This design comes from an exercise in tuning for small area, a short achievable clock period and few clock cycles on the open sky130 flow, not from production work. RTL that was checked went through simulation tests only; none was proved equivalent to the original. Only the layout flow was run in runs 4 and 5; the RTL was not checked for function there. Power figures rest on the tool's default switching activity, not on a simulated workload.

## flow/run.sh

```bash
#!/bin/bash
# Standard synthesis, then the standard ORFS layout steps with repair_timing
# aiming at a larger setup slack (a tighter internal target than the clock).
set -euo pipefail
MARGIN=${MARGIN:-6.5}
bash standard.sh synth > synth.log 2>&1
sed "s/SETUP_SLACK_MARGIN=[0-9.]*/SETUP_SLACK_MARGIN=$MARGIN/" standard.sh > layout.sh
grep -q "SETUP_SLACK_MARGIN=$MARGIN" layout.sh
bash layout.sh > layout.log 2>&1
```

## standard.sh

```bash
#!/bin/bash
# synth_recipe.tcl (not shown) runs the flow's synth.tcl, then flattens the netlist and writes it again
# the make line also repeats each setting of config.mk as NAME=value (left out here)
make -C /OpenROAD-flow-scripts/flow DESIGN_CONFIG=/design/flow/config.mk WORK_HOME=/design/flow/orfs CLKGATE_MAP_FILE= SYNTH_SCRIPT=/design/flow/synth_recipe.tcl "${@:-finish}"
```

## config.mk

```make
export PLATFORM = sky130hd
export DESIGN_NAME = encode
export DESIGN_NICKNAME = encode
export VERILOG_FILES = /design/flow/design.v
export SDC_FILE = /design/flow/constraint.sdc
export NUM_CORES = 8
export LEC_CHECK = 0
export CAP_MARGIN = 20
export CORE_MARGIN = 2
export CORE_UTILIZATION = 45
export SETUP_SLACK_MARGIN = 5
export SLEW_MARGIN = 20
export SYNTH_MEMORY_MAX_BITS = 16384
```

## constraint.sdc

```tcl
create_clock -name core_clock -period 10.0 [get_ports {clk}]
set_input_delay 2.0000 -clock core_clock [delete_from_list [all_inputs] [get_ports {clk}]]
set_output_delay 2.0000 -clock core_clock [all_outputs]
set_load 0.01 [all_outputs]
```

## design.v

```verilog
module encode#(
	parameter DATAWIDTH_STATE		= 16,
	parameter DATAWIDTH_XMAX		= 18,
	parameter DATAWIDTH_RCPFREQ		= 32,
	parameter DATAWIDTH_BIAS		= 10,
	parameter DATAWIDTH_CMPLFREQ	= 9,
	parameter DATAWIDTH_RCPSHIFT	= 6,
	parameter RANS_BYTE_L_SHIFT		= 8,
	parameter DATANUM				= 130560
)(
	input wire								clk,
	input wire								rst,
	input wire								start,
	output reg								onebyte_end,
	output reg								finish,
	input wire	[	 DATAWIDTH_XMAX-1:0]	x_max,
	input wire								x_max_valid,
	input wire	[ DATAWIDTH_RCPFREQ-1:0]	rcp_freq,
	input wire								rcp_freq_valid,
	input wire	[	 DATAWIDTH_BIAS-1:0]	bias,
	input wire								bias_valid,
	input wire	[DATAWIDTH_CMPLFREQ-1:0]	cmpl_freq,
	input wire								cmpl_freq_valid,
	input wire	[DATAWIDTH_RCPSHIFT-1:0]	rcp_shift,
	input wire								rcp_shift_valid,
	input wire								tvalid,
	input wire	[			   	    7:0]	tdata,
	input wire								tlast,
	output reg	[			   	    7:0]	byte_enc,
	output reg								out_valid
);
	function gt8;
		input [7:0] a;
		input [7:0] b;
		reg [7:0] g, p;
		reg [3:0] g1, p1;
		reg [1:0] g2, p2;
		integer i;
		begin
			g = a & ~b;		 
			p = a | ~b;		 
			for (i = 0; i < 4; i = i + 1) begin
				g1[i] = g[2*i+1] | (p[2*i+1] & g[2*i]);
				p1[i] = g[2*i+1] | (p[2*i+1] & p[2*i]);
			end
			for (i = 0; i < 2; i = i + 1) begin
				g2[i] = g1[2*i+1] | (p1[2*i+1] & g1[2*i]);
				p2[i] = g1[2*i+1] | (p1[2*i+1] & p1[2*i]);
			end
			gt8 = g2[1] | (p2[1] & g2[0]);
		end
	endfunction
	function ge12;
		input [11:0] a;
		input [11:0] b;
		reg [11:0] g, p;
		reg [5:0] g1, p1;
		reg [2:0] g2, p2;
		reg p3;
		integer i;
		begin
			g = a & ~b;		 
			p = a | ~b;		 
			for (i = 0; i < 6; i = i + 1) begin
				g1[i] = g[2*i+1] | (p[2*i+1] & g[2*i]);
				p1[i] = g[2*i+1] | (p[2*i+1] & p[2*i]);
			end
			for (i = 0; i < 3; i = i + 1) begin
				g2[i] = g1[2*i+1] | (p1[2*i+1] & g1[2*i]);
				p2[i] = g1[2*i+1] | (p1[2*i+1] & p1[2*i]);
			end
			p3 = g2[1] | (p2[1] & p2[0]);
			ge12 = g2[2] | (p2[2] & p3);
		end
	endfunction
	function [15:0] dec4;
		input [3:0] a;
		begin
			dec4 = 16'd1 << a;
		end
	endfunction
	reg rst_r;
	always @(posedge clk) rst_r <= rst;
	reg			ld_v;
	reg	[7:0]	ld_f;
	always @(posedge clk) begin
		ld_v <= x_max_valid;
		ld_f <= x_max[15:8];
	end
	reg	[7:0]	ld_cnt;		 
	reg	[8:0]	ld_acc;		 
	always @(posedge clk) begin
		if (rst_r) begin
			ld_cnt <= 8'd0;
			ld_acc <= 9'd0;
		end else if (ld_v) begin
			ld_cnt <= ld_cnt + 8'd1;
			ld_acc <= ld_acc + {1'b0, ld_f};
		end
	end
	reg	[3*255-1:0]	lsr;	 
	always @(posedge clk)
		if (ld_v) lsr <= {lsr[3*254-1:0], ld_acc[2:0]};
	reg	[7:0]	thr [1:32];
	genvar gk;
	generate for (gk = 1; gk <= 32; gk = gk + 1) begin : g_thr
		always @(posedge clk)
			if (ld_v && ld_acc[8:3] < gk) thr[gk] <= ld_cnt;
	end endgenerate
	reg	[7:0]	idx;
	reg	[15:0]	oh_hi, oh_lo;
	always @(posedge clk) begin
		if (tvalid) begin
			idx   <= tdata;
			oh_hi <= dec4(tdata[7:4]);
			oh_lo <= dec4(tdata[3:0]);
		end else begin
			idx   <= idx + 8'd1;
			oh_lo <= {oh_lo[14:0], oh_lo[15]};
			if (oh_lo[15]) oh_hi <= {oh_hi[14:0], oh_hi[15]};
		end
	end
	wire [2:0] lent [0:255];
	genvar gp;
	generate for (gp = 0; gp < 255; gp = gp + 1) begin : g_row
		assign lent[gp] = lsr[3*gp +: 3];
	end endgenerate
	assign lent[255] = 3'd0;
	reg [2:0] rd_lo;
	reg [2:0] grp;
	integer ia, ib;
	always @(*) begin
		rd_lo = 3'd0;
		for (ia = 0; ia < 16; ia = ia + 1) begin
			grp = 3'd0;
			for (ib = 0; ib < 16; ib = ib + 1)
				grp = grp | ({3{oh_lo[ib]}} & lent[16*(15-ia) + (15-ib)]);
			rd_lo = rd_lo | ({3{oh_hi[ia]}} & grp);
		end
	end
	wire [32:1] t;
	generate for (gk = 1; gk <= 32; gk = gk + 1) begin : g_cmp
		assign t[gk] = gt8(idx, thr[gk]);
	end endgenerate
	reg [4:0] rd_hi;
	integer ik;
	always @(*) begin
		rd_hi = 5'd0;
		for (ik = 1; ik < 32; ik = ik + 1)
			if (t[ik] & ~t[ik+1]) rd_hi = rd_hi | ik[4:0];
	end
	wire [7:0] rd_cdf = {rd_hi, rd_lo};
	reg			v1, v2, v3, v4, v5, v6, fin1;
	reg			l1, l2, l3, l4, l5, l6;
	always @(posedge clk) begin
		if (rst_r) begin
			v1 <= 1'b0; v2 <= 1'b0; v3 <= 1'b0; v4 <= 1'b0; v5 <= 1'b0; v6 <= 1'b0;
			fin1 <= 1'b0;
		end else begin
			v1 <= tvalid; v2 <= v1; v3 <= v2; v4 <= v3; v5 <= v4; v6 <= v5;
			fin1 <= v6 & l6;
		end
		l1 <= tlast; l2 <= l1; l3 <= l2; l4 <= l3; l5 <= l4; l6 <= l5;
	end
	reg	[7:0]	c0, c1;
	always @(posedge clk) begin
		c0 <= c1;
		c1 <= rd_cdf;
	end
	reg	[7:0]	fa;
	always @(posedge clk)
		if (v3) fa <= c1 - c0;
	reg	[7:0]	ca, pc;
	reg	[7:0]	m1;
	reg	[9:0]	m3;
	reg	[10:0]	m5, m7;
	reg	[11:0]	m9, m11, m13, m15;
	always @(posedge clk) begin
		ca  <= c0;
		pc  <= ca;
		m1  <= fa;
		m3  <= {2'b0, fa} + {1'b0, fa, 1'b0};
		m5  <= {3'b0, fa} + {1'b0, fa, 2'b0};
		m7  <= {fa, 3'b0} - {3'b0, fa};
		m9  <= {1'b0, fa, 3'b0} + {4'b0, fa};
		m11 <= {1'b0, fa, 3'b0} + {3'b0, fa, 1'b0} + {4'b0, fa};
		m13 <= {fa, 4'b0} - {3'b0, fa, 1'b0} - {4'b0, fa};
		m15 <= {fa, 4'b0} - {4'b0, fa};
	end
	wire [11:0] mul [0:15];
	assign mul[0]  = 12'd0;
	assign mul[1]  = {4'b0, m1};
	assign mul[2]  = {3'b0, m1, 1'b0};
	assign mul[3]  = {2'b0, m3};
	assign mul[4]  = {2'b0, m1, 2'b0};
	assign mul[5]  = {1'b0, m5};
	assign mul[6]  = {1'b0, m3, 1'b0};
	assign mul[7]  = {1'b0, m7};
	assign mul[8]  = {1'b0, m1, 3'b0};
	assign mul[9]  = m9;
	assign mul[10] = {m5, 1'b0};
	assign mul[11] = m11;
	assign mul[12] = {m3, 2'b0};
	assign mul[13] = m13;
	assign mul[14] = {m7, 1'b0};
	assign mul[15] = m15;
	reg	[15:0]	x;
	reg			need;		 
	reg			sel_n, sel_x;	 
	wire [7:0] hi = x[15:8];
	wire [7:0] lo = x[7:0];
	reg	[7:0]	r1;			 
	reg	[3:0]	qh;			 
	reg	[3:0]	d2;			 
	reg	[7:0]	e2;			 
	wire [11:0]	u_w = ({12{sel_n}} & {8'd0, hi[7:4]})
	                | ({12{sel_x}} & {hi, lo[7:4]})
	                | ({12{v6}}    & {r1, d2});
	wire [7:0]	v2h = r1[3:0] + e2[7:4];
	wire [7:0]	u_v = ({8{sel_n}} & {4'd0, hi[7:4]})
	                | ({8{sel_x}} & {hi[3:0], lo[7:4]})
	                | ({8{v6}}    & {v2h[3:0], e2[3:0]});
	wire [15:0]	u_t;		 
	wire [15:0]	u_e;		 
	wire [7:0]	u_c [0:15];
	assign u_t[0] = 1'b1;
	genvar gm;
	generate for (gm = 1; gm < 16; gm = gm + 1) begin : g_div
		assign u_t[gm] = ge12(u_w, mul[gm]);
	end endgenerate
	generate for (gm = 0; gm < 16; gm = gm + 1) begin : g_cand
		assign u_c[gm] = u_v - mul[gm][7:0];
		if (gm < 15) begin : g_e
			assign u_e[gm] = u_t[gm] & ~u_t[gm+1];
		end else begin : g_e
			assign u_e[gm] = u_t[gm];
		end
	end endgenerate
	reg [7:0] u_rem;
	reg [3:0] u_q;
	integer mi;
	always @(*) begin
		u_rem = 8'd0;
		u_q = 4'd0;
		for (mi = 0; mi < 16; mi = mi + 1)
			if (u_e[mi]) begin
				u_rem = u_rem | u_c[mi];
				u_q = u_q | mi[3:0];
			end
	end
	wire [15:0] x_new = {qh, u_q, u_rem};
	wire [3:0] fah = fa[7:4];
	wire need_fast = (qh > fah) | ((qh == fah) & u_t[fa[3:0]]);
	wire need_slow = hi >= fa;
	wire need_nx = v6 ? need_fast : need_slow;
	wire [3:0] d2_nx = need ? hi[3:0] : lo[3:0];
	always @(posedge clk) begin
		need <= need_nx;
		sel_n <= v4 & need_nx;
		sel_x <= v4 & ~need_nx;
		r1 <= u_rem;
		qh <= u_q;
		d2 <= d2_nx;
		e2 <= {4'd0, d2_nx} + pc;
		if (start)   x <= 16'd256;
		else if (v6) x <= x_new;
	end
	always @(posedge clk) begin
		onebyte_end <= tvalid;
		if (rst_r) begin
			out_valid <= 1'b0;
			finish    <= 1'b0;
		end else begin
			out_valid <= (v5 & need) | (v6 & l6) | fin1;
			finish    <= fin1;
		end
		if (v5)
			byte_enc <= lo;
		else if (fin1)
			byte_enc <= hi;
		else
			byte_enc <= u_rem;
	end
endmodule
```

==> results of run 1 <==
## state kept, by name, indices dropped and copies added (netlist names), 10 cells and up
register / count
m15: 12
lsr: 765
oh_hi: 16
x: 16
m11: 10
oh_lo: 16
m9: 11
thr: 256
m13: 11
## where the power goes
group	switching [uW]	total (uW)	internal, uW
clock network	2100	4840	2740
logic	978	1610	636
registers	321	6530	6210
## worst max-delay path: cells and delay by family (launching register included)
family	cells	cell delay (ns)
buf+inv	5	0.82
simple gates	3	0.76
compound gates	7	1.58
flops	1	0.34
## through the flow
step / hold slack (ns) / setup WS (ns) / util, % / area (um^2) / power, uW
after floorplan: 0.310 / 2.95 / - / 55600 / 7650
after global placement: 0.312 / 5.35 / 47.3 / 57700 / 8130
after detailed placement: 0.313 / 5.30 / 47.3 / 57700 / 8170
final: 0.325 / 6.32 / 52.1 / 63600 / 13000
after global routing: 0.328 / 6.28 / 52.1 / 63600 / 13500
after CTS: 0.326 / 6.40 / 51.6 / 63000 / 13100
## logic make-up (layout without fill, tap and decap cells)
kind of cell	count (synthesis)	after routing	share of synthesized area, %
and+or+nand+nor	742	743	6.93
muxes	24	24	0.461
buffers and inverters	440	665	3.16
AOI/OAI and AO/OA	1199	1199	15.6
adders and majority gates	293	293	6.47
other	0	3	0
xor gates and xnor gates	170	170	2.69
DFF	1268	1268	64.7
## worst min path at each step
stage	from	to	slack (ns)	cells past startpoint
after detailed placement	l3$_DFF_P_	l4$_DFF_P_	0.31	0
final	l3$_DFF_P_	l4$_DFF_P_	0.32	0
after CTS	l3$_DFF_P_	l4$_DFF_P_	0.33	0
after global routing	l1$_DFF_P_	l2$_DFF_P_	0.33	0
after floorplan	l1$_DFF_P_	l2$_DFF_P_	0.31	0
after global placement	l5$_DFF_P_	l6$_DFF_P_	0.31	0
## routing by layer
layer	vias to the layer above	track usage [%]
met5	-	0
met4	2	7.05
met3	246	3.86
met2	1620	35.3
met1	18200	33.8
li1	16400	-
## cells in the final DEF, fill, tap and decap left out, types with 15 or more instances in the layout
master / n
xnor2_1: 125
nand4_1: 78
a22oi_1: 196
a22o_1: 124
o21bai_1: 38
fa_1: 21
nor2_1: 159
clkbuf_1: 32
nand2_1: 128
nand3_1: 81
inv_1: 216
nor2b_1: 68
clkinv_1: 20
clkbuf_16: 140
mux2i_1: 20
a221oi_1: 126
buf_6: 16
clkdlybuf4s50_1: 20
a21oi_1: 148
a31oi_1: 32
o211ai_1: 22
o21a_1: 19
o22ai_1: 55
and2_1: 15
a21oi_2: 25
edfxtp_1: 1045
dfxtp_2: 23
clkinv_2: 21
nand2b_1: 73
a222oi_1: 17
o21ai_0: 148
buf_4: 124
a21o_1: 41
ha_1: 158
maj3_1: 105
xor2_1: 43
nor3_1: 35
a211oi_1: 19
dfxtp_1: 196
## layout make-up
class / instances / area, um^2 / area share (%)
Clock buffer: 182 / 3750 / 5.91
Tap cell: 1625 / 2030 / 3.20
Sequential cell: 1268 / 35900 / 56.4
Timing Repair Buffer: 187 / 1690 / 2.65
Clock inverter: 64 / 527 / 0.828
Antenna cell: 3 / 7.51 / 0.0118
Inverter: 232 / 923 / 1.45
Multi-Input combinational cell: 2429 / 18800 / 29.5
## timing repair
action                                  4_1_cts  5_1_grt
pin swaps                                    30       36
buffers inserted                             47       28
gates resized for setup                     148       77
hold endpoints to repair                      0        0
hold buffers                                  0        0
gates cloned                                  4        0
endpoints found under the setup margin      268      270
==> summary.md, run 1 <==
| Metric | Value |
|---|---|
| Clk slew on worst S/H paths | `0.06 ns` |
| M1 wire length | `65000 um` |
| Antenna violations before repair | `5` |
| First-pass GRT wire length | `221000 um` |
| WL/cell | `24.8 um` |
| Worst-Margin Slew | `1.04 ns` |
| Final count of negative-setup-slack endpoints | `0` |
| Congestion Overflow GR | `0` |
| Fmax | `0.272 GHz` |
| Setup crit start | `sel_x$_DFF_P_` |
| Leak Pwr | `0.0229 uW` |
| Met2 WL post-DR | `66900 um` |
| DIE WIDTH | `355 um` |
| Register-to-Register Path Depth | `15` |
| I/O pin count | `104` |
| Antenna-violating nets left | `0` |
| Synth Flop Type | `edfxtp_1` |
| Sequential-to-total area share from yosys stat | `64.7%` |
| Avg Cell Area, Syn | `13.4 um^2` |
| CP Cell Sequence | `buf_12 > a222oi_1 > buf_4 > buf_12 > buf_4 > a22oi_1 > o211ai_1 > nand4_1 > and2_1 > and2_2 > a221o_1 > a211o_1 > a2111oi_4 > buf_4 > a221oi_1` |
| FF-to-FF Start | `sel_x$_DFF_P_` |
| Setup crit end | `byte_enc[2]$_DFF_P_` |
| WP data required | `10.59 ns` |
| Largest net degree at the start of global routing | `179` |
| Synth cell types | `94` |
| Synth Warn # | `2` |
| Final std cells w/o fill | `5990` |
| Post-synth EDFFs | `1045` |
| Skew-Pair Late Insertion Delay | `0.76 ns` |
| H-tree depth | `4` |
| DR top layer | `met5` |
| Clock Sinks | `1268` |
| Most common cell in the netlist | `edfxtp_1` |
| Crit path DAT | `4.27 ns` |
| Die Ht | `355 um` |
| CTS tree | `done` |
| RSZ-0062 raised after global routing | `true` |
| Post-synthesis cell area | `55400 um^2` |
| Startpoint types | `register` |
| FF-to-FF End | `byte_enc[2]$_DFF_P_` |
| Slew margin rel. | `30.4%` |
| Metal3 WL | `12800 um` |
| Vias per cell | `6.09` |
| Residual DRC count | `0` |
| Critical Path Slowest Stage Cell | `a222oi_1` |
| Worst vdd ir | `0.000135 V` |
| Clock Root Buffer | `clkbuf_16` |
| Nets | `4534` |
| Reg2Reg Setup Slack | `6.32 ns` |
| Core footprint | `122000 um^2` |
| Final Slew Violations | `0` |
| Mapped Cells | `4136` |
| Fin Setup TNS | `0 ns` |
| Initial Util | `45.4%` |
| Die area | `126000 um^2` |
| Yosys top cell area share | `56.6%` |
| Mapped Nets | `4415` |
| Gpl congestion | `0.930` |
| Status | `no timing/DRC/antenna violations` |
| Post-synthesis async set-or-reset flop share | `0%` |
| DRT iter0 DRCs | `4307` |
| Cell repeated most along the worst path | `buf_4` |
| Dominant cell type by area after synthesis | `edfxtp_1` |
| Clock buffer depth | `3` |
| Final Hold Vio Count | `0` |
| Crit path time final | `3.68 ns` |
| #FFs+latches synth | `1268` |
| # rows | `128` |
| Post-Place Cells | `5662` |
| Via count | `36500` |
| Max-Cap Viols | `0` |
| Worst stage delay on the critical path | `0.40 ns` |
| PD cells | `204 nW/um^2` |
| Area grow syn2layout | `14.7%` |
| Post-Route Skew | `0.0315 ns` |
| GRT Util Overall | `23.1%` |
| Post-synth top cells | `edfxtp_1, inv_1, dfxtp_1` |
| Detailed Routing Iterations Pass 1 | `8` |
| FILL cells | `10300` |
| Critical path type | `register to register` |
| Crit path max fanout | `13` |
| Hold Crit Class | `register to register` |
| CTS Buf Count | `137` |
| Dpl hpwl | `90100 um` |
| Vias in the first global route | `35100` |
| I/O Buffers | `32` |
| CP endpoint kind | `register` |
| Total Routed Length | `148000 um` |
| Final Cycle Share | `36.8%` |
| Share of cells above drive strength 1 | `12.8%` |
| Area contributors post-synth | `edfxtp_1, dfxtp_1, ha_1` |
Testbench counts, summed over its fixed seeds: cycles 36,384.
==> inputs of run 2 (changes only) <==
--- a/config.mk
+++ b/config.mk
@@ -9,3 +9,5 @@
 export CORE_MARGIN = 2
-export CORE_UTILIZATION = 45
+export CORE_UTILIZATION = 58
+export CTS_CLUSTER_DIAMETER = 100
+export CTS_CLUSTER_SIZE = 30
 export SETUP_SLACK_MARGIN = 5
==> run 2 against run 1 <==
Effect of this change: highest routed layer unchanged; non-clock buffer count rose by 23; synthesized cell count unchanged; register-to-register slack improved by 0.03 ns; critical path depth up 1; sequential share of layout area is 2.7 points higher; clock skew increased by 0.0066 ns; via count rose by 1.1%; cell area decreased by 4.6%; die area shrank 22%; worst hold slack gained 0.0069 ns; still clean on timing, DRC and antenna; critical endpoint is now byte_enc[7]$_DFF_P_; worst setup slack better by 0.034 ns.
==> summary.md, run 2 <==
| Metric | Value |
|---|---|
| Largest net degree at the start of global routing | `188 (was 179)` |
| Buffers & Inverters on Critical Path | `3 (was 5)` |
| Share of cells above drive strength 1 | `10.8% (was 12.8%)` |
| Dominant cell type by area after synthesis | `edfxtp_1 (unchanged)` |
| Startpoint types | `register (unchanged)` |
| Avg Cell Area, Syn | `13.4 um^2 (unchanged)` |
| Synth cell types | `94 (unchanged)` |
| Worst vdd ir | `0.000162 V (was 0.000135 V)` |
| Number of flip-flops in the largest register | `765 (unchanged)` |
| CP Cell Sequence | `bufbuf_16 > a22oi_1 > nand2_1 > buf_6 > ha_1 > nor2b_1 > o21a_1 > o21ai_2 > mux2i_1 > nand2_1 > xnor2_2 > o22ai_2 > a211o_1 > nor4_4 > buf_6 > a221oi_4 (was buf_12 > a222oi_1 > buf_4 > buf_12 > buf_4 > a22oi_1 > o211ai_1 > nand4_1 > and2_1 > and2_2 > a221o_1 > a211o_1 > a2111oi_4 > buf_4 > a221oi_1)` |
| Top Registers | `lsr: 765 flops, thr: 256 flops (unchanged)` |
| #FFs+latches synth | `1268 (unchanged)` |
| Antenna-violating nets left | `0 (unchanged)` |
| Fin Setup TNS | `0 ns (unchanged)` |
| Sequential-to-total area share from yosys stat | `64.7% (unchanged)` |
| Worst stage delay on the critical path | `0.35 ns (was 0.40 ns)` |
| Yosys top cell area share | `56.6% (unchanged)` |
| CTS tree | `done (unchanged)` |
| Slew margin rel. | `25.8% (was 30.4%)` |
| Crit path DAT | `4.19 ns (was 4.27 ns)` |
| Dpl hpwl | `93400 um (was 90100 um)` |
| Final Slew Violations | `0 (unchanged)` |
| FF-to-FF Start | `sel_x$_DFF_P_ (unchanged)` |
| Crit path max fanout | `18 (was 13)` |
| Pre-CTS setup slack | `5.32 ns (was 5.30 ns)` |
| Net switching power | `2930 uW (was 3400 uW)` |
| WL/cell | `27.7 um (was 24.8 um)` |
| Final count of negative-setup-slack endpoints | `0 (unchanged)` |
| Post-synthesis cell area | `55400 um^2 (unchanged)` |
| Detailed Routing Iterations Pass 1 | `7 (was 8)` |
| Core footprint | `94900 um^2 (was 122000 um^2)` |
| DIE WIDTH | `313 um (was 355 um)` |
| # rows | `113 (was 128)` |
| Area grow syn2layout | `9.49% (was 14.7%)` |
| GRT Util Overall | `30.1% (was 23.1%)` |
| Setup crit start | `sel_x$_DFF_P_ (unchanged)` |
| Initial Util | `58.4% (was 45.4%)` |
| Final Hold Vio Count | `0 (unchanged)` |
| Critical Path Slowest Stage Cell | `dfxtp_2 (was a222oi_1)` |
| Mapped Nets | `4415 (unchanged)` |
| Register-to-Register Path Depth | `16 (was 15)` |
| Total Routed Length | `152000 um (was 148000 um)` |
| Clock Root Buffer | `clkbuf_16 (unchanged)` |
| Post-synth top cells | `edfxtp_1, inv_1, dfxtp_1 (unchanged)` |
| I/O Buffers | `32 (unchanged)` |
| Hold path depth | `0 (unchanged)` |
| FF-to-FF End | `byte_enc[7]$_DFF_P_ (was byte_enc[2]$_DFF_P_)` |
| Cts hold-fix bufs | `0 (unchanged)` |
| Post-synthesis async set-or-reset flop share | `0% (unchanged)` |
| Clk slew on worst S/H paths | `0.11 ns (was 0.06 ns)` |
| Int Pwr | `7820 uW (was 9590 uW)` |
| Max-Cap Viols | `0 (unchanged)` |
| Residual DRC count | `0 (unchanged)` |
| Nets | `4470 (was 4534)` |
| CTS Buf Count | `49 (was 137)` |
| Hold Crit Class | `register to register (unchanged)` |
| Via count | `36900 (was 36500)` |
| Vias per cell | `6.71 (was 6.09)` |
| I/O pin count | `104 (unchanged)` |
| Status | `no timing/DRC/antenna violations (unchanged)` |
| Vias in the first global route | `36000 (was 35100)` |
| Reg2Reg Setup Slack | `6.36 ns (was 6.32 ns)` |
| Congestion Overflow GR | `0 (unchanged)` |
| Worst-Margin Slew | `1.11 ns (was 1.04 ns)` |
| Setup crit end | `byte_enc[7]$_DFF_P_ (was byte_enc[2]$_DFF_P_)` |
| DRT iter0 DRCs | `4686 (was 4307)` |
| Leak Pwr | `0.0218 uW (was 0.0229 uW)` |
| Synth Warn # | `2 (unchanged)` |
| Area contributors post-synth | `edfxtp_1, dfxtp_1, ha_1 (unchanged)` |
| Comb power frac | `15.3% (was 12.4%)` |
| Die Ht | `313 um (was 355 um)` |
| Clock buffer depth | `3 (unchanged)` |
| Skew-Pair Late Insertion Delay | `0.70 ns (was 0.76 ns)` |
| Fmax | `0.274 GHz (was 0.272 GHz)` |
| Switching Share | `27.3% (was 26.2%)` |
| Post-Route Skew | `0.0381 ns (was 0.0315 ns)` |
| Worst setup margin | `6.36 ns (was 6.32 ns)` |
| Register share of total power | `60.8% (was 50.3%)` |
| H-tree depth | `2 (was 4)` |
| Antenna violations before repair | `7 (was 5)` |
| Post-synth EDFFs | `1045 (unchanged)` |
| RSZ-0062 raised after global routing | `true (unchanged)` |
| Largest register by flop count | `lsr (unchanged)` |
| First-pass GRT wire length | `225000 um (was 221000 um)` |
| Clk pwr share | `23.9% (was 37.3%)` |
| Crit path time final | `3.64 ns (was 3.68 ns)` |
| Most common cell in the netlist | `edfxtp_1 (unchanged)` |
| WP data required | `10.54 ns (was 10.59 ns)` |
| Most frequent cells in the layout | `edfxtp_1, inv_1, a22oi_1, dfxtp_1, nor2_1 (unchanged)` |
| Commonest non-fill, non-tap cell in the layout | `edfxtp_1 (unchanged)` |
| Critical path type | `register to register (unchanged)` |
| Gpl congestion | `0.942 (was 0.930)` |
| PD cells | `177 nW/um^2 (was 204 nW/um^2)` |
| Stages on worst setup path | `16 (was 15)` |
| CP endpoint kind | `register (unchanged)` |
| Crit-path leading delay family | `compound AO/OA/AOI/OAI gates (unchanged)` |
| Mapped Cells | `4136 (unchanged)` |
| Die area | `98000 um^2 (was 126000 um^2)` |
| Clock Sinks | `1268 (unchanged)` |
| Synth Flop Type | `edfxtp_1 (unchanged)` |
| Final Cycle Share | `36.4% (was 36.8%)` |
run 2: worst min-delay path by stage:
stage / start / to / slack [ns]
finish: l1$_DFF_P_ / l2$_DFF_P_ / 0.33
global route: l1$_DFF_P_ / l2$_DFF_P_ / 0.34
CTS: l1$_DFF_P_ / l2$_DFF_P_ / 0.33
detailed placement: ca[7]$_DFF_P_ / pc[7]$_DFF_P_ / 0.31
global placement: l5$_DFF_P_ / l6$_DFF_P_ / 0.31
floorplan: l1$_DFF_P_ / l2$_DFF_P_ / 0.31
run 2: stage by stage:
| step | total power, uW | hold slack (ns) | area [um^2] | instances | utilization (%) |
|---|---|---|---|---|---|
| 2_1_floorplan | 7650 | 0.310 | 55600 | 4136 | - |
| 3_3_place_gp | 8120 | 0.314 | 57300 | 5305 | 60.4 |
| 3_5_place_dp | 8190 | 0.314 | 57300 | 5305 | 60.4 |
| 4_1_cts | 10700 | 0.331 | 59900 | 5450 | 63.1 |
| 5_1_grt | 11200 | 0.342 | 60700 | 5496 | 63.9 |
| 6_report | 10700 | 0.332 | 60700 | 5497 | 64.0 |
run 2: area by class of cell:
cell class                      count  area (um^2)
Sequential cell                  1268        35900
Fill cell                        7135        34200
Multi-Input combinational cell   2429        18800
Timing Repair Buffer              210         1970
Tap cell                         1265         1580
Clock buffer                       83         1350
Inverter                          232          912
Clock inverter                      6          119
Antenna cell                        3         7.51
Timing Repair inverter              1         5.00
run 2: cells by family (layout without fill, tap and decap cells):
family,Yosys count,count (layout),synth area share (%)
AOI/OAI and AO/OA,1199,1200,15.6
DFF,1268,1268,64.7
muxes,24,24,0.461
adders and majority gates,293,293,6.47
other,0,3,0
and+or+nand+nor,742,742,6.93
buffers and inverters,440,532,3.16
xor gates and xnor gates,170,170,2.69
run 2: power groups by stage:
stage | clock [uW] | combinational [uW] | sequential, uW
after floorplan | 0 | 1110 | 6550
after global placement | 0 | 1500 | 6620
after detailed placement | 0 | 1550 | 6640
after CTS | 2630 | 1590 | 6530
after global routing | 2790 | 1790 | 6580
final | 2570 | 1640 | 6540
run 2: timing repair:
action                                 CTS  global route
pin swaps                               47            46
setup buffers                           50            39
gates cloned                             6             5
setup endpoints to repair              145           136
resized for setup                      169            75
endpoints found under the hold margin    0             0
run 2: routing by layer:
layer / part of all wire, % / track usage, % / wire, um
met1: 42 / 43.9 / 64100
met2: 46 / 47.1 / 70100
met3: 9.3 / 5.66 / 14100
met4: 2.4 / 7.72 / 3680
met5: 0.028 / 0 / 43
run 2: worst register-to-register path: stages, from the launching register on:
cell       delay [ns]
dfxtp_2          0.35
bufbuf_16        0.29
a22oi_1          0.18
nand2_1          0.11
buf_6            0.20
ha_1             0.30
nor2b_1          0.13
o21a_1           0.19
o21ai_2          0.16
mux2i_1          0.23
nand2_1          0.15
xnor2_2          0.27
o22ai_2          0.13
a211o_1          0.31
nor4_4           0.25
buf_6            0.18
a221oi_4         0.08
==> inputs of run 3 (changes only) <==
--- a/config.mk
+++ b/config.mk
@@ -9,3 +9,3 @@
 export CORE_MARGIN = 2
-export CORE_UTILIZATION = 58
+export CORE_UTILIZATION = 45
 export CTS_CLUSTER_DIAMETER = 100
==> run 3 against run 2 <==
Effect of this change: sequential cell count unchanged; combinational power is essentially flat; area after synthesis is the same; worst hold slack better by 0.0065 ns; non-clock buffer count decreased by 14; first-iteration DRC count is 6.7% lower; power increased by 0.38%; critical path type unchanged.
==> summary.md, run 3 <==
| Metric | Value |
|---|---|
| CTS tree | `done (unchanged)` |
| Int Pwr | `7870 uW (was 7820 uW)` |
| Vias in the first global route | `34000 (was 36000)` |
| Leak Pwr | `0.0216 uW (was 0.0218 uW)` |
| Critical path type | `register to register (unchanged)` |
| Detailed Routing Iterations Pass 1 | `8 (was 7)` |
| Area contributors post-synth | `edfxtp_1, dfxtp_1, ha_1 (unchanged)` |
| Synth Flop Type | `edfxtp_1 (unchanged)` |
| Number of flip-flops in the largest register | `765 (unchanged)` |
| Post-synthesis cell area | `55400 um^2 (unchanged)` |
| I/O Buffers | `32 (unchanged)` |
| DRT iter0 DRCs | `4370 (was 4686)` |
| Fin Hold WS | `0.338 ns (was 0.332 ns)` |
| Dominant cell type by area after synthesis | `edfxtp_1 (unchanged)` |
| WP data required | `10.53 ns (was 10.54 ns)` |
| Slew margin rel. | `30.1% (was 25.8%)` |
| Status | `no timing/DRC/antenna violations (unchanged)` |
| Die Ht | `355 um (was 313 um)` |
| WL/cell | `25.0 um (was 27.7 um)` |
| #FFs+latches synth | `1268 (unchanged)` |
| Hold Crit Class | `register to register (unchanged)` |
| Crit path DAT | `4.14 ns (was 4.19 ns)` |
| Cts hold-fix bufs | `0 (unchanged)` |
| Worst-Margin Slew | `1.05 ns (was 1.11 ns)` |
| Antenna violations before repair | `4 (was 7)` |
| PD cells | `177 nW/um^2 (about the same)` |
| Crit path time final | `3.61 ns (was 3.64 ns)` |
| Final Hold Vio Count | `0 (unchanged)` |
| Largest net degree at the start of global routing | `179 (was 188)` |
| Yosys top cell area share | `56.6% (unchanged)` |
| Mapped Nets | `4415 (unchanged)` |
| Max-Cap Viols | `0 (unchanged)` |
| Area grow syn2layout | `10.0% (was 9.49%)` |
| Startpoint types | `register (unchanged)` |
| Avg Cell Area, Syn | `13.4 um^2 (unchanged)` |
| Nets | `4457 (was 4470)` |
| Sequential-to-total area share from yosys stat | `64.7% (unchanged)` |
| Congestion Overflow GR | `0 (unchanged)` |
| Initial Util | `45.4% (was 58.4%)` |
| Largest register by flop count | `lsr (unchanged)` |
| Share of cells above drive strength 1 | `10.5% (was 10.8%)` |
| Register-to-Register Path Depth | `15 (was 16)` |
| Final count of negative-setup-slack endpoints | `0 (unchanged)` |
| Total Routed Length | `146000 um (was 152000 um)` |
| Synth Warn # | `2 (unchanged)` |
| Net switching power | `2910 uW (was 2930 uW)` |
| Clk slew on worst S/H paths | `0.11 ns (about the same)` |
| Dpl hpwl | `90100 um (was 93400 um)` |
| Post-synth EDFFs | `1045 (unchanged)` |
| Clock Sinks | `1268 (unchanged)` |
| Skew-Pair Late Insertion Delay | `0.69 ns (was 0.70 ns)` |
| Switching Share | `27.0% (was 27.3%)` |
| RSZ-0062 raised after global routing | `true (unchanged)` |
| Most frequent cells in the layout | `edfxtp_1, inv_1, dfxtp_1 (was edfxtp_1, inv_1, a22oi_1, dfxtp_1, nor2_1)` |
| Core footprint | `122000 um^2 (was 94900 um^2)` |
| Vias per cell | `6.12 (was 6.71)` |
| H-tree depth | `2 (unchanged)` |
| Commonest non-fill, non-tap cell in the layout | `edfxtp_1 (unchanged)` |
| CTS Buf Count | `50 (was 49)` |
| Antenna-violating nets left | `0 (unchanged)` |
| Final Slew Violations | `0 (unchanged)` |
| Clock buffer depth | `3 (unchanged)` |
| Hold path depth | `0 (unchanged)` |
| DIE WIDTH | `355 um (was 313 um)` |
| Die area | `126000 um^2 (was 98000 um^2)` |
| First-pass GRT wire length | `217000 um (was 225000 um)` |
| Clk pwr share | `24.6% (was 23.9%)` |
| Post-Route Skew | `0.0219 ns (was 0.0381 ns)` |
| Register share of total power | `60.4% (was 60.8%)` |
| GRT Util Overall | `22.5% (was 30.1%)` |
| Residual DRC count | `0 (unchanged)` |
| Final Cycle Share | `36.1% (was 36.4%)` |
| Via count | `35700 (was 36900)` |
| Clock Root Buffer | `clkbuf_16 (unchanged)` |
| Fin Setup TNS | `0 ns (unchanged)` |
| Crit path max fanout | `26 (was 18)` |
| Worst vdd ir | `0.000134 V (was 0.000162 V)` |
| Most common cell in the netlist | `edfxtp_1 (unchanged)` |
| Top Registers | `lsr: 765 flops, thr: 256 flops (unchanged)` |
| Fmax | `0.277 GHz (was 0.274 GHz)` |
| Mapped Cells | `4136 (unchanged)` |
| Post-synth top cells | `edfxtp_1, inv_1, dfxtp_1 (unchanged)` |
| Synth cell types | `94 (unchanged)` |
| Post-synthesis async set-or-reset flop share | `0% (unchanged)` |
| CP endpoint kind | `register (unchanged)` |
| Comb power frac | `15.0% (was 15.3%)` |
| Gpl congestion | `0.930 (was 0.942)` |
| I/O pin count | `104 (unchanged)` |
| FILL cells | `10500 (was 7135)` |
| # rows | `128 (was 113)` |
-- run 3: repair_timing --
| action | in CTS | in global routing |
|---|---|---|
| setup buffers | 45 | 38 |
| endpoints found under the hold margin | 0 | 0 |
| gates cloned | 4 | 2 |
| endpoints found under the setup margin | 274 | 228 |
| pin swaps | 44 | 44 |
| gates resized for setup | 162 | 70 |
-- run 3: final cells by class --
type	instances	area, um^2	area share, %
diodes	4	10.0	0.0164
clock buffers	74	1370	2.24
clock inverters	10	155	0.255
inverters	232	921	1.51
multi-input cells	2430	18800	30.9
flip-flops and latches	1268	35900	58.9
well taps	1625	2030	3.34
repair buffers	196	1760	2.89
-- run 3: path summary, 6_finish.rpt --
path	startpoint	end	slack, ns
min reg2reg	l2$_DFF_P_	l3$_DFF_P_	0.34
min	l2$_DFF_P_	l3$_DFF_P_	0.34
max	sel_x$_DFF_P_	x[7]$_SDFFE_PP0P_	6.39
max reg2reg	sel_x$_DFF_P_	x[7]$_SDFFE_PP0P_	6.39
-- run 3: through the flow --
stage	utilization [%]	total power (uW)	cell area [um^2]	setup WS, ns	instances
after detailed placement	47.3	8170	57700	5.30	5662
final	50.0	10800	61000	6.39	5839
after CTS	49.4	10800	60300	6.48	5795
after floorplan	-	7650	55600	2.95	4136
after global placement	47.3	8130	57700	5.35	5662
after global routing	49.9	11200	60900	6.31	5835
-- run 3: worst max-delay path, stage by stage, from the launching register on --
cell,delay (ns)
dfxtp_2,0.35
buf_12,0.16
a222oi_1,0.32
buf_4,0.20
clkdlybuf4s15_2,0.30
a31oi_1,0.18
a2111oi_2,0.27
nor4_1,0.11
or3_4,0.42
nand3_4,0.15
buf_4,0.15
o22ai_1,0.06
a211o_1,0.27
nor4_4,0.25
buf_4,0.20
a211oi_1,0.08
-- run 3: power groups by stage --
stage	clock [uW]	combinational, uW	sequential [uW]
floorplan	0	1110	6550
global placement	0	1510	6620
detailed placement	0	1530	6640
CTS	2720	1570	6510
global route	2880	1770	6570
finish	2650	1620	6520
-- run 3: per-layer routing --
layer  share of wire, %  GRT usage, %
met5                  0             0
met4                2.1          4.54
met1                 44          33.5
met3                8.8          3.35
met2                 45          35.3
-- run 3: logic make-up after synthesis --
logic type | Yosys count | share of synthesized area [%]
buffers and inverters | 440 | 3.16
XOR/XNOR | 170 | 2.69
AO/OA/AOI/OAI | 1199 | 15.6
flip-flops | 1268 | 64.7
multiplexers | 24 | 0.461
AND/OR/NAND/NOR | 742 | 6.93
adder cells (fa/ha/maj) | 293 | 6.47
==> inputs of run 4 (changes only) <==
--- a/design.v
+++ b/design.v
@@ -152,3 +152,3 @@
 	wire [7:0] rd_cdf = {rd_hi, rd_lo};
-	reg			v1, v2, v3, v4, v5, v6, fin1;
+	reg			v1, v2, v3, v4, v5, v6, fin1, fin2;
 	reg			l1, l2, l3, l4, l5, l6;
@@ -158,2 +158,3 @@
 			fin1 <= 1'b0;
+			fin2 <= 1'b0;
 		end else begin
@@ -161,2 +162,3 @@
 			fin1 <= v6 & l6;
+			fin2 <= fin1;
 		end
@@ -273,11 +275,6 @@
 		end else begin
-			out_valid <= (v5 & need) | (v6 & l6) | fin1;
-			finish    <= fin1;
-		end
-		if (v5)
-			byte_enc <= lo;
-		else if (fin1)
-			byte_enc <= hi;
-		else
-			byte_enc <= u_rem;
+			out_valid <= (v5 & need) | fin1 | fin2;
+			finish    <= fin2;
+		end
+		byte_enc <= (v5 | fin1) ? lo : hi;
 	end
==> run 4 against run 3 <==
Effect of this change: worst hold slack got worse by 0.0022 ns; cell area increased by 0.60%; still clean; critical path type unchanged; fmax decreased by 0.62%; clock power increased by 3%.
==> summary.md, run 4 <==
| Metric | Value |
|---|---|
| Status | `no timing/DRC/antenna violations (unchanged)` |
| Clk slew on worst S/H paths | `0.12 ns (was 0.11 ns)` |
| Fmax | `0.275 GHz (was 0.277 GHz)` |
| Antenna violations before repair | `6 (was 4)` |
| Fin Setup TNS | `0 ns (unchanged)` |
| First-pass GRT wire length | `216000 um (was 217000 um)` |
| Skew-Pair Late Insertion Delay | `0.72 ns (was 0.69 ns)` |
| Synth Warn # | `2 (unchanged)` |
| FILL cells | `10400 (was 10500)` |
| Congestion Overflow GR | `0 (unchanged)` |
| I/O pin count | `104 (unchanged)` |
| Register-to-Register Path Depth | `15 (unchanged)` |
| CTS tree | `done (unchanged)` |
| PD cells | `177 nW/um^2 (about the same)` |
| Post-synth EDFFs | `1045 (unchanged)` |
| Hold Crit Class | `register to register (unchanged)` |
| Die Ht | `355 um (about the same)` |
| Final Slew Violations | `0 (unchanged)` |
| CP Cell Sequence | `buf_8 > a222oi_1 > buf_4 > clkinvlp_4 > buf_6 > ha_4 > o21ai_2 > nand2b_1 > a31oi_2 > nand2b_1 > xor2_1 > a31oi_1 > o221ai_1 > or3_4 > o41a_1 (was buf_12 > a222oi_1 > buf_4 > clkdlybuf4s15_2 > a31oi_1 > a2111oi_2 > nor4_1 > or3_4 > nand3_4 > buf_4 > o22ai_1 > a211o_1 > nor4_4 > buf_4 > a211oi_1)` |
| Cts hold-fix bufs | `0 (unchanged)` |
| DIE WIDTH | `355 um (about the same)` |
| Final count of negative-setup-slack endpoints | `0 (unchanged)` |
| CP endpoint kind | `register (unchanged)` |
| Met2 WL post-DR | `66900 um (was 66300 um)` |
| Most frequent cells in the layout | `edfxtp_1, inv_1, dfxtp_1 (unchanged)` |
| Metal3 WL | `11000 um (was 12800 um)` |
| Initial Util | `45.4% (about the same)` |
| Hold path depth | `0 (unchanged)` |
| Crit path max fanout | `7 (was 26)` |
| Sequential-to-total area share from yosys stat | `64.8% (was 64.7%)` |
| Final Hold Vio Count | `0 (unchanged)` |
| Clock buffer depth | `3 (unchanged)` |
| Slew margin rel. | `27.6% (was 30.1%)` |
| GRT Util Overall | `22.5% (about the same)` |
| Vias per cell | `6.11 (was 6.12)` |
| Post-synthesis cell area | `55300 um^2 (was 55400 um^2)` |
| Final Cycle Share | `36.4% (was 36.1%)` |
| Post-Route Skew | `0.0382 ns (was 0.0219 ns)` |
| H-tree depth | `2 (unchanged)` |
| Nets | `4434 (was 4457)` |
| Clock Root Buffer | `clkbuf_16 (unchanged)` |
| Antenna-violating nets left | `0 (unchanged)` |
| Synth Flop Type | `edfxtp_1 (unchanged)` |
| WL/cell | `25.2 um (was 25.0 um)` |
| WP data required | `10.59 ns (was 10.53 ns)` |
| Via count | `35500 (was 35700)` |
| Synth cell types | `93 (was 94)` |
| Clock Sinks | `1268 (unchanged)` |
| Crit path DAT | `4.22 ns (was 4.14 ns)` |
| Fin Hold WS | `0.336 ns (was 0.338 ns)` |
| Post-synth top cells | `edfxtp_1, dfxtp_1, inv_1 (was edfxtp_1, inv_1, dfxtp_1)` |
| Detailed Routing Iterations Pass 1 | `6 (was 8)` |
| Most common cell in the netlist | `edfxtp_1 (unchanged)` |
| #FFs+latches synth | `1268 (unchanged)` |
| Critical path type | `register to register (unchanged)` |
| DR top layer | `met5 (was met4)` |
| Critical Path Slowest Stage Cell | `or3_4 (unchanged)` |
| Commonest non-fill, non-tap cell in the layout | `edfxtp_1 (unchanged)` |
| Dominant cell type by area after synthesis | `edfxtp_1 (unchanged)` |
| Share of cells above drive strength 1 | `11.7% (was 10.5%)` |
| Cell repeated most along the worst path | `nand2b_1 (was buf_4)` |
| Max-Cap Viols | `0 (unchanged)` |
| CTS Buf Count | `52 (was 50)` |
| Area contributors post-synth | `edfxtp_1, dfxtp_1, ha_1 (unchanged)` |
| Yosys top cell area share | `56.7% (was 56.6%)` |
| FF/Latch Area | `35900 um^2 (about the same)` |
| Number of flip-flops in the largest register | `765 (unchanged)` |
| Leak Pwr | `0.0219 uW (was 0.0216 uW)` |
| Area of the multi-input gates | `18700 um^2 (was 18800 um^2)` |
| Top Registers | `lsr: 765 flops, thr: 256 flops (unchanged)` |
| Mapped Cells | `4095 (was 4136)` |
| Startpoint types | `register (unchanged)` |
| Largest register by flop count | `lsr (unchanged)` |
| Worst stage delay on the critical path | `0.44 ns (was 0.42 ns)` |
| Area grow syn2layout | `10.8% (was 10.0%)` |
| Largest net degree at the start of global routing | `183 (was 179)` |
| Die area | `126000 um^2 (about the same)` |
| I/O Buffers | `32 (unchanged)` |
| Post-synthesis async set-or-reset flop share | `0% (unchanged)` |
| Worst-Margin Slew | `1.09 ns (was 1.05 ns)` |
| Crit path time final | `3.64 ns (was 3.61 ns)` |
| Vias in the first global route | `33900 (was 34000)` |
| Avg Cell Area, Syn | `13.5 um^2 (was 13.4 um^2)` |
| Gpl congestion | `0.891 (was 0.930)` |
| DRT iter0 DRCs | `4385 (was 4370)` |
| RSZ-0062 raised after global routing | `true (unchanged)` |
| Residual DRC count | `0 (unchanged)` |
| Mapped Nets | `4374 (was 4415)` |
| Total Routed Length | `146000 um (about the same)` |
| Dpl hpwl | `87500 um (was 90100 um)` |
| # rows | `128 (unchanged)` |
| M1 wire length | `65400 um (was 64000 um)` |
| Core footprint | `122000 um^2 (about the same)` |
| Worst vdd ir | `0.000138 V (was 0.000134 V)` |
## run 4: cell types whose count changed after synthesis, moves of 11 or more
cell and delta:
nor2_1 +16, nand3_1 -13, clkbuf_1 +11, o21ai_0 -20
a21oi_1 -12, a22oi_1 -101, a22o_1 +50, a221oi_1 +51
a21o_1 +12, nand2_1 -14, o22ai_1 -12, buf_4 -11
## run 4: per-stage QoR
| stage | util [%] | setup slack, ns | instance area (um^2) | total power [uW] | instances |
|---|---|---|---|---|---|
| after global routing | 50.3 | 6.25 | 61300 | 11300 | 5814 |
| after global placement | 47.3 | 4.93 | 57600 | 8130 | 5616 |
| after CTS | 49.6 | 6.34 | 60500 | 10900 | 5770 |
| final | 50.3 | 6.36 | 61300 | 10900 | 5815 |
| after floorplan | - | 2.95 | 55500 | 7660 | 4095 |
| after detailed placement | 47.3 | 4.87 | 57600 | 8160 | 5616 |
## run 4: power breakdown
group / internal, uW / leakage, uW / switching (uW)
clock network: 1050 / 0.000776 / 1680
logic: 648 / 0.00899 / 977
registers: 6200 / 0.0122 / 310
total: 7890 / 0.0219 / 2970
## run 4: repair_timing
item                       4_1_cts  5_1_grt
gates cloned                     7        4
buffers inserted                59       40
pin swaps                       45       70
setup endpoints to repair      106       31
resized for setup              166      103
## run 4: cells by family after synthesis
family                   Yosys count  share of synthesized area (%)
adder cells (fa/ha/maj)          293                           6.48
buffers and inverters            441                           3.13
AND/OR/NAND/NOR                  727                           6.65
XOR/XNOR                         168                           2.66
flip-flops                      1268                           64.8
AO/OA/AOI/OAI                   1163                           15.6
multiplexers                      35                          0.683
## run 4: final cells by class
type	instances	area share (%)
multi-input cells	2386	30.5
well taps	1625	3.32
clock inverters	13	0.314
diodes	1	0.00408
inverters	228	1.48
repair buffers	219	3.53
clock buffers	75	2.33
flip-flops and latches	1268	58.5
## run 4: critical path, delay by kind of cell, from the launching register on
family / cells / cell delay (ns)
adders and majority gates: 1 / 0.22
and+or+nand+nor: 3 / 0.72
buffers and inverters: 4 / 0.70
xor gates and xnor gates: 1 / 0.14
DFF: 1 / 0.39
AOI/OAI and AO/OA: 6 / 1.34
## run 4: routing by layer
layer / vias to the layer above / GRT usage (%)
met1: 17900 / 33.3
met4: 6 / 5.05
met2: 1366 / 35.4
met3: 179 / 3.02
met5: - / 0
li1: 16000 / -
## run 4: path summary, 6_finish.rpt
kind         slack [ns]           from                 to
max                6.36  sel_x$_DFF_P_  x[5]$_SDFFE_PP0P_
min                0.34  ca[0]$_DFF_P_      pc[0]$_DFF_P_
max reg2reg        6.36  sel_x$_DFF_P_  x[5]$_SDFFE_PP0P_
min reg2reg        0.34  ca[0]$_DFF_P_      pc[0]$_DFF_P_
==> inputs of run 5 (changes only) <==
--- a/design.v
+++ b/design.v
@@ -144,2 +144,8 @@
 	end endgenerate
+	reg	[32:1]	t_r;
+	reg	[2:0]	lo_r;
+	always @(posedge clk) begin
+		t_r  <= t;
+		lo_r <= rd_lo;
+	end
 	reg [4:0] rd_hi;
@@ -149,18 +155,16 @@
 		for (ik = 1; ik < 32; ik = ik + 1)
-			if (t[ik] & ~t[ik+1]) rd_hi = rd_hi | ik[4:0];
-	end
-	wire [7:0] rd_cdf = {rd_hi, rd_lo};
-	reg			v1, v2, v3, v4, v5, v6, fin1, fin2;
-	reg			l1, l2, l3, l4, l5, l6;
+			if (t_r[ik] & ~t_r[ik+1]) rd_hi = rd_hi | ik[4:0];
+	end
+	wire [7:0] rd_cdf = {rd_hi, lo_r};
+	reg			v1, v2, v3, v4, v5, v6, v7, fin1;
+	reg			l1, l2, l3, l4, l5, l6, l7;
 	always @(posedge clk) begin
 		if (rst_r) begin
-			v1 <= 1'b0; v2 <= 1'b0; v3 <= 1'b0; v4 <= 1'b0; v5 <= 1'b0; v6 <= 1'b0;
+			v1 <= 1'b0; v2 <= 1'b0; v3 <= 1'b0; v4 <= 1'b0; v5 <= 1'b0; v6 <= 1'b0; v7 <= 1'b0;
 			fin1 <= 1'b0;
-			fin2 <= 1'b0;
 		end else begin
-			v1 <= tvalid; v2 <= v1; v3 <= v2; v4 <= v3; v5 <= v4; v6 <= v5;
-			fin1 <= v6 & l6;
-			fin2 <= fin1;
-		end
-		l1 <= tlast; l2 <= l1; l3 <= l2; l4 <= l3; l5 <= l4; l6 <= l5;
+			v1 <= tvalid; v2 <= v1; v3 <= v2; v4 <= v3; v5 <= v4; v6 <= v5; v7 <= v6;
+			fin1 <= v7 & l7;
+		end
+		l1 <= tlast; l2 <= l1; l3 <= l2; l4 <= l3; l5 <= l4; l6 <= l5; l7 <= l6;
 	end
@@ -171,6 +175,8 @@
 	end
-	reg	[7:0]	fa;
-	always @(posedge clk)
-		if (v3) fa <= c1 - c0;
-	reg	[7:0]	ca, pc;
+	reg	[7:0]	fa, ca;
+	always @(posedge clk) begin
+		fa <= c1 - c0;
+		ca <= c0;
+	end
+	reg	[7:0]	pc;
 	reg	[7:0]	m1;
@@ -179,14 +185,14 @@
 	reg	[11:0]	m9, m11, m13, m15;
-	always @(posedge clk) begin
-		ca  <= c0;
-		pc  <= ca;
-		m1  <= fa;
-		m3  <= {2'b0, fa} + {1'b0, fa, 1'b0};
-		m5  <= {3'b0, fa} + {1'b0, fa, 2'b0};
-		m7  <= {fa, 3'b0} - {3'b0, fa};
-		m9  <= {1'b0, fa, 3'b0} + {4'b0, fa};
-		m11 <= {1'b0, fa, 3'b0} + {3'b0, fa, 1'b0} + {4'b0, fa};
-		m13 <= {fa, 4'b0} - {3'b0, fa, 1'b0} - {4'b0, fa};
-		m15 <= {fa, 4'b0} - {4'b0, fa};
-	end
+	always @(posedge clk)
+		if (v5) begin
+			pc  <= ca;
+			m1  <= fa;
+			m3  <= {2'b0, fa} + {1'b0, fa, 1'b0};
+			m5  <= {3'b0, fa} + {1'b0, fa, 2'b0};
+			m7  <= {fa, 3'b0} - {3'b0, fa};
+			m9  <= {1'b0, fa, 3'b0} + {4'b0, fa};
+			m11 <= {1'b0, fa, 3'b0} + {3'b0, fa, 1'b0} + {4'b0, fa};
+			m13 <= {fa, 4'b0} - {3'b0, fa, 1'b0} - {4'b0, fa};
+			m15 <= {fa, 4'b0} - {4'b0, fa};
+		end
 	wire [11:0] mul [0:15];
@@ -209,17 +215,9 @@
 	reg	[15:0]	x;
-	reg			need;		 
-	reg			sel_n, sel_x;	 
+	reg	[11:0]	w;
+	reg	[3:0]	qh;			 
+	reg	[7:0]	e2;			 
 	wire [7:0] hi = x[15:8];
 	wire [7:0] lo = x[7:0];
-	reg	[7:0]	r1;			 
-	reg	[3:0]	qh;			 
-	reg	[3:0]	d2;			 
-	reg	[7:0]	e2;			 
-	wire [11:0]	u_w = ({12{sel_n}} & {8'd0, hi[7:4]})
-	                | ({12{sel_x}} & {hi, lo[7:4]})
-	                | ({12{v6}}    & {r1, d2});
-	wire [7:0]	v2h = r1[3:0] + e2[7:4];
-	wire [7:0]	u_v = ({8{sel_n}} & {4'd0, hi[7:4]})
-	                | ({8{sel_x}} & {hi[3:0], lo[7:4]})
-	                | ({8{v6}}    & {v2h[3:0], e2[3:0]});
+	wire [3:0]	v2h = w[7:4] + e2[7:4];
+	wire [7:0]	u_v = v7 ? {v2h, e2[3:0]} : w[7:0];
 	wire [15:0]	u_t;		 
@@ -230,3 +228,3 @@
 	generate for (gm = 1; gm < 16; gm = gm + 1) begin : g_div
-		assign u_t[gm] = ge12(u_w, mul[gm]);
+		assign u_t[gm] = ge12(w, mul[gm]);
 	end endgenerate
@@ -252,18 +250,40 @@
 	end
+	wire [15:0]	s_t;
+	wire [15:0]	s_e;
+	assign s_t[0] = 1'b1;
+	generate for (gm = 1; gm < 16; gm = gm + 1) begin : g_sdiv
+		assign s_t[gm] = ge12({8'd0, w[11:8]}, mul[gm]);
+	end endgenerate
+	generate for (gm = 0; gm < 16; gm = gm + 1) begin : g_se
+		if (gm < 15) begin : g_e
+			assign s_e[gm] = s_t[gm] & ~s_t[gm+1];
+		end else begin : g_e
+			assign s_e[gm] = s_t[gm];
+		end
+	end endgenerate
+	reg [3:0] s_m;
+	reg [3:0] s_q;
+	always @(*) begin
+		s_m = 4'd0;
+		s_q = 4'd0;
+		for (mi = 0; mi < 16; mi = mi + 1)
+			if (s_e[mi]) begin
+				s_m = s_m | mul[mi][3:0];
+				s_q = s_q | mi[3:0];
+			end
+	end
+	wire [3:0] s_rem = w[11:8] - s_m;
+	wire need = w[11:4] >= m1;			 
+	wire [7:0] rem1 = need ? {4'd0, s_rem} : u_rem;
+	wire [3:0] dig1 = need ? s_q : u_q;
+	wire [3:0] d2   = need ? hi[3:0] : lo[3:0];
 	wire [15:0] x_new = {qh, u_q, u_rem};
-	wire [3:0] fah = fa[7:4];
-	wire need_fast = (qh > fah) | ((qh == fah) & u_t[fa[3:0]]);
-	wire need_slow = hi >= fa;
-	wire need_nx = v6 ? need_fast : need_slow;
-	wire [3:0] d2_nx = need ? hi[3:0] : lo[3:0];
-	always @(posedge clk) begin
-		need <= need_nx;
-		sel_n <= v4 & need_nx;
-		sel_x <= v4 & ~need_nx;
-		r1 <= u_rem;
-		qh <= u_q;
-		d2 <= d2_nx;
-		e2 <= {4'd0, d2_nx} + pc;
+	always @(posedge clk) begin
+		qh <= dig1;
+		e2 <= {4'd0, d2} + pc;
+		if (v6)      w <= {rem1, d2};
+		else if (v7) w <= x_new[15:4];
+		else         w <= x[15:4];
 		if (start)   x <= 16'd256;
-		else if (v6) x <= x_new;
+		else if (v7) x <= x_new;
 	end
@@ -275,6 +295,11 @@
 		end else begin
-			out_valid <= (v5 & need) | fin1 | fin2;
-			finish    <= fin2;
-		end
-		byte_enc <= (v5 | fin1) ? lo : hi;
+			out_valid <= (v6 & need) | (v7 & l7) | fin1;
+			finish    <= fin1;
+		end
+		if (v6)
+			byte_enc <= lo;
+		else if (fin1)
+			byte_enc <= hi;
+		else
+			byte_enc <= u_rem;
 	end
--- a/config.mk
+++ b/config.mk
@@ -10,4 +10,2 @@
 export CORE_UTILIZATION = 45
-export CTS_CLUSTER_DIAMETER = 100
-export CTS_CLUSTER_SIZE = 30
 export SETUP_SLACK_MARGIN = 5
==> run 5 against run 4 <==
Effect of this change: first-iteration DRC count is 4.6% lower; cell area is 11% higher; critical endpoint unchanged; die area is 6.0% higher; critical path depth is 3 lower; sequential cell count is 34 higher; clock power is 82% higher; largest cell class unchanged; still clean; via count is 7.9% higher; register-to-register slack worse by 0.14 ns; cell count is 10% higher; synthesized cell count is 7.0% higher.
==> summary.md, run 5 <==
| Metric | Value |
|---|---|
| Status | `no timing/DRC/antenna violations (unchanged)` |
| Gpl congestion | `0.970 (was 0.891)` |
| Total Routed Length | `158000 um (was 146000 um)` |
| FILL cells | `11000 (was 10400)` |
| Placement Cell Area | `61100 um^2 (was 57600 um^2)` |
| Int Pwr | `10300 uW (was 7890 uW)` |
| Clock Root Buffer | `clkbuf_16 (unchanged)` |
| Most common cell in the netlist | `edfxtp_1 (unchanged)` |
| Dominant cell type by area after synthesis | `edfxtp_1 (unchanged)` |
| Cell repeated most along the worst path | `buf_4 (was nand2b_1)` |
| Register-to-Register Path Depth | `12 (was 15)` |
| # diodes | `0 (was 1)` |
| Residual DRC count | `0 (unchanged)` |
| # rows | `132 (was 128)` |
| I/O pin count | `104 (unchanged)` |
| Most frequent cells in the layout | `edfxtp_1, inv_1, maj3_2 (was edfxtp_1, inv_1, dfxtp_1)` |
| Avg Cell Area, Syn | `13.4 um^2 (was 13.5 um^2)` |
| Worst-Margin Slew | `1.05 ns (was 1.09 ns)` |
| Worst stage delay on the critical path | `0.40 ns (was 0.44 ns)` |
| Via count | `38300 (was 35500)` |
| Net switching power | `3610 uW (was 2970 uW)` |
| Post-synth EDFFs | `1118 (was 1045)` |
| Final Cycle Share | `37.8% (was 36.4%)` |
| Worst setup margin | `6.22 ns (was 6.36 ns)` |
| RSZ-0062 raised after global routing | `true (unchanged)` |
| DRT iter0 DRCs | `4183 (was 4385)` |
| Dpl hpwl | `94800 um (was 87500 um)` |
| Worst vdd ir | `0.000162 V (was 0.000138 V)` |
| Die Ht | `365 um (was 355 um)` |
| Fmax | `0.265 GHz (was 0.275 GHz)` |
| Sequential-to-total area share from yosys stat | `63.5% (was 64.8%)` |
| WL/cell | `24.7 um (was 25.2 um)` |
| Clock buffer depth | `3 (unchanged)` |
| Clock Sinks | `1302 (was 1268)` |
| Switching Share | `26.0% (was 27.3%)` |
| Pre-CTS setup slack | `4.61 ns (was 4.87 ns)` |
| Post-Route Skew | `0.0321 ns (was 0.0382 ns)` |
| Share of cells above drive strength 1 | `19.8% (was 11.7%)` |
| Startpoint types | `register (unchanged)` |
| Synth Warn # | `2 (unchanged)` |
| Top Registers | `lsr: 765 flops, thr: 256 flops, t_r: 32 flops (was lsr: 765 flops, thr: 256 flops)` |
| Slew margin rel. | `30.3% (was 27.6%)` |
| Max-Cap Viols | `0 (unchanged)` |
| Clk pwr share | `35.6% (was 25.1%)` |
| Mapped Nets | `4660 (was 4374)` |
| Crit path time final | `3.78 ns (was 3.64 ns)` |
| Buffers & Inverters on Critical Path | `4 (unchanged)` |
| Register share of total power | `48.5% (was 59.9%)` |
| Synth cell types | `88 (was 93)` |
| GRT Util Overall | `23.6% (was 22.5%)` |
| PD cells | `204 nW/um^2 (was 177 nW/um^2)` |
| Initial Util | `45.3% (was 45.4%)` |
| Final Slew Violations | `0 (unchanged)` |
| Metal3 WL | `13000 um (was 11000 um)` |
| Yosys top cell area share | `57.2% (was 56.7%)` |
| Crit path max fanout | `23 (was 7)` |
| CTS Buf Count | `138 (was 52)` |
| Vias per cell | `5.97 (was 6.11)` |
| Area contributors post-synth | `edfxtp_1, dfxtp_1, maj3_2 (was edfxtp_1, dfxtp_1, ha_1)` |
| Vias in the first global route | `37300 (was 33900)` |
| DIE WIDTH | `365 um (was 355 um)` |
| Hold Crit Class | `register to register (unchanged)` |
| Comb power frac | `15.9% (was 15.0%)` |
| Final std cells w/o fill | `6412 (was 5815)` |
| Final count of negative-setup-slack endpoints | `0 (unchanged)` |
| Critical Path Slowest Stage Cell | `a222oi_1 (was or3_4)` |
| First-pass GRT wire length | `237000 um (was 216000 um)` |
| Fin Setup TNS | `0 ns (unchanged)` |
| Commonest non-fill, non-tap cell in the layout | `edfxtp_1 (unchanged)` |
| Area grow syn2layout | `16.1% (was 10.8%)` |
| Post-Place Cells | `6027 (was 5616)` |
| Met2 WL post-DR | `72100 um (was 66900 um)` |
| Antenna-violating nets left | `0 (unchanged)` |
| Congestion Overflow GR | `0 (unchanged)` |
| Fin area | `68200 um^2 (was 61300 um^2)` |
| Mapped Cells | `4381 (was 4095)` |
| Largest net degree at the start of global routing | `166 (was 183)` |
| WP data required | `10.59 ns (about the same)` |
| I/O Buffers | `32 (unchanged)` |
| DR top layer | `met5 (unchanged)` |
| Critical path type | `register to register (unchanged)` |
| Skew-Pair Late Insertion Delay | `0.76 ns (was 0.72 ns)` |
| Core footprint | `129000 um^2 (was 122000 um^2)` |
| CP endpoint kind | `register (unchanged)` |
| Post-synthesis cell area | `58700 um^2 (was 55300 um^2)` |
| #FFs+latches synth | `1302 (was 1268)` |
| Leak Pwr | `0.0246 uW (was 0.0219 uW)` |
| Final Hold Vio Count | `0 (unchanged)` |
| Clk slew on worst S/H paths | `0.06 ns (was 0.12 ns)` |
| Hold path depth | `0 (unchanged)` |
| Largest register by flop count | `lsr (unchanged)` |
| Nets | `4849 (was 4434)` |
| M1 wire length | `68000 um (was 65400 um)` |
| Stages on worst setup path | `12 (was 15)` |
| Die area | `133000 um^2 (was 126000 um^2)` |
| CTS tree | `done (unchanged)` |
| Cts hold-fix bufs | `0 (unchanged)` |
| Detailed Routing Iterations Pass 1 | `7 (was 6)` |
| Post-synthesis async set-or-reset flop share | `0% (unchanged)` |
| Crit path DAT | `4.37 ns (was 4.22 ns)` |
| Crit-path leading delay family | `compound AO/OA/AOI/OAI gates (unchanged)` |
| H-tree depth | `4 (was 2)` |
| Antenna violations before repair | `1 (was 6)` |
| Number of flip-flops in the largest register | `765 (unchanged)` |
| CP Cell Sequence | `buf_4 > clkinvlp_4 > buf_4 > a222oi_1 > o211ai_1 > o22ai_4 > nor2_2 > a22o_1 > a221o_1 > a2111oi_4 > buf_4 > a311oi_1 (was buf_8 > a222oi_1 > buf_4 > clkinvlp_4 > buf_6 > ha_4 > o21ai_2 > nand2b_1 > a31oi_2 > nand2b_1 > xor2_1 > a31oi_1 > o221ai_1 > or3_4 > o41a_1)` |
| Post-synth top cells | `edfxtp_1, inv_1, maj3_2 (was edfxtp_1, dfxtp_1, inv_1)` |
| Synth Flop Type | `edfxtp_1 (unchanged)` |
-- run 5: path summary, 6_finish.rpt --
path / start / end / slack (ns)
min reg2reg: l6$_DFF_P_ / l7$_DFF_P_ / 0.30
max: w[9]$_DFF_P_ / x[5]$_SDFFE_PP0P_ / 6.22
min: l6$_DFF_P_ / l7$_DFF_P_ / 0.30
max reg2reg: w[9]$_DFF_P_ / x[5]$_SDFFE_PP0P_ / 6.22
-- run 5: through the flow --
step	util (%)	hold WS, ns	power, uW
final	52.7	0.305	13900
after global routing	52.7	0.313	14500
after CTS	52.2	0.310	14000
after detailed placement	47.2	0.313	9040
after global placement	47.2	0.314	8980
after floorplan	-	0.310	8440
-- run 5: cells by family after synthesis --
kind of cell / Yosys count / synth area share (%)
AO/OA/AOI/OAI: 1051 / 13.1
XOR/XNOR: 140 / 2.09
multiplexers: 22 / 0.384
flip-flops: 1302 / 63.5
AND/OR/NAND/NOR: 796 / 7.63
adder cells (fa/ha/maj): 446 / 9.20
buffers and inverters: 624 / 4.12
-- run 5: per-layer routing --
layer	vias to the layer above	track usage, %
met4	2	7.82
met3	365	4.22
met1	19100	33.4
met5	-	0
li1	17100	-
met2	1744	36.8
-- run 5: power groups by stage --
stage               Sequential (uW)  Combinational, uW  Clock, uW
floorplan                      6810               1630          0
global placement               6850               2140          0
detailed placement             6860               2180          0
CTS                            6750               2220       5060
global route                   6790               2470       5280
finish                         6740               2210       4950
-- run 5: area by class of cell --
type,count,area (um^2),area share [%]
flip-flops and latches,1302,37300,54.7
inverters,423,1650,2.43
clock buffers,193,3810,5.60
repair inverters,2,15.0,0.0220
well taps,1742,2180,3.20
clock inverters,47,488,0.716
repair buffers,248,2270,3.33
multi-input cells,2455,20400,30.0
-- run 5: what timing repair did --
action / CTS / global route
endpoints found under the hold margin: 0 / 0
pin swaps: 56 / 30
resized for setup: 241 / 97
setup endpoints to repair: 254 / 168
setup buffers: 115 / 24
cloned: 6 / 0

==> what the ideal ports hide <==
How much do the figures lean on ideal ports? The routed layouts below were timed once more, with nothing changed but the port constraints. Step 1 (the two cells are an assumption about what drives the block):
set clk [get_ports {clk}]
set_driving_cell -lib_cell sky130_fd_sc_hd__clkbuf_16 $clk
set_driving_cell -lib_cell sky130_fd_sc_hd__buf_2 [delete_from_list [all_inputs] $clk]
Step 2, shift: input delay + t, output delay - t, t = (earliest + latest rising clock arrival at the registers) / 2. This alone moves slack from input paths to output paths. Slacks: no drivers / after step 1 / after step 2; pairs: no drivers / after step 1.
run | shift t [ns] | setup slack, ns | worst setup path at the end | latest minus earliest clock arrival (ns) | cell pins on the clock port's net
run 1 | 0.808 | 6.323 / 6.323 / 6.323 | register to register | 0.036 / 0.036 | 1
run 2 | 0.750 | 6.357 / 6.357 / 6.357 | register to register | 0.040 / 0.040 | 1
run 3 | 0.745 | 6.387 / 6.387 / 6.387 | register to register | 0.032 / 0.032 | 1
run 4 | 0.770 | 6.364 / 6.364 / 6.364 | register to register | 0.045 / 0.046 | 1
run 5 | 0.810 | 6.221 / 6.221 / 6.221 | register to register | 0.034 / 0.033 | 1
After both steps setup and hold are still met in every run listed.
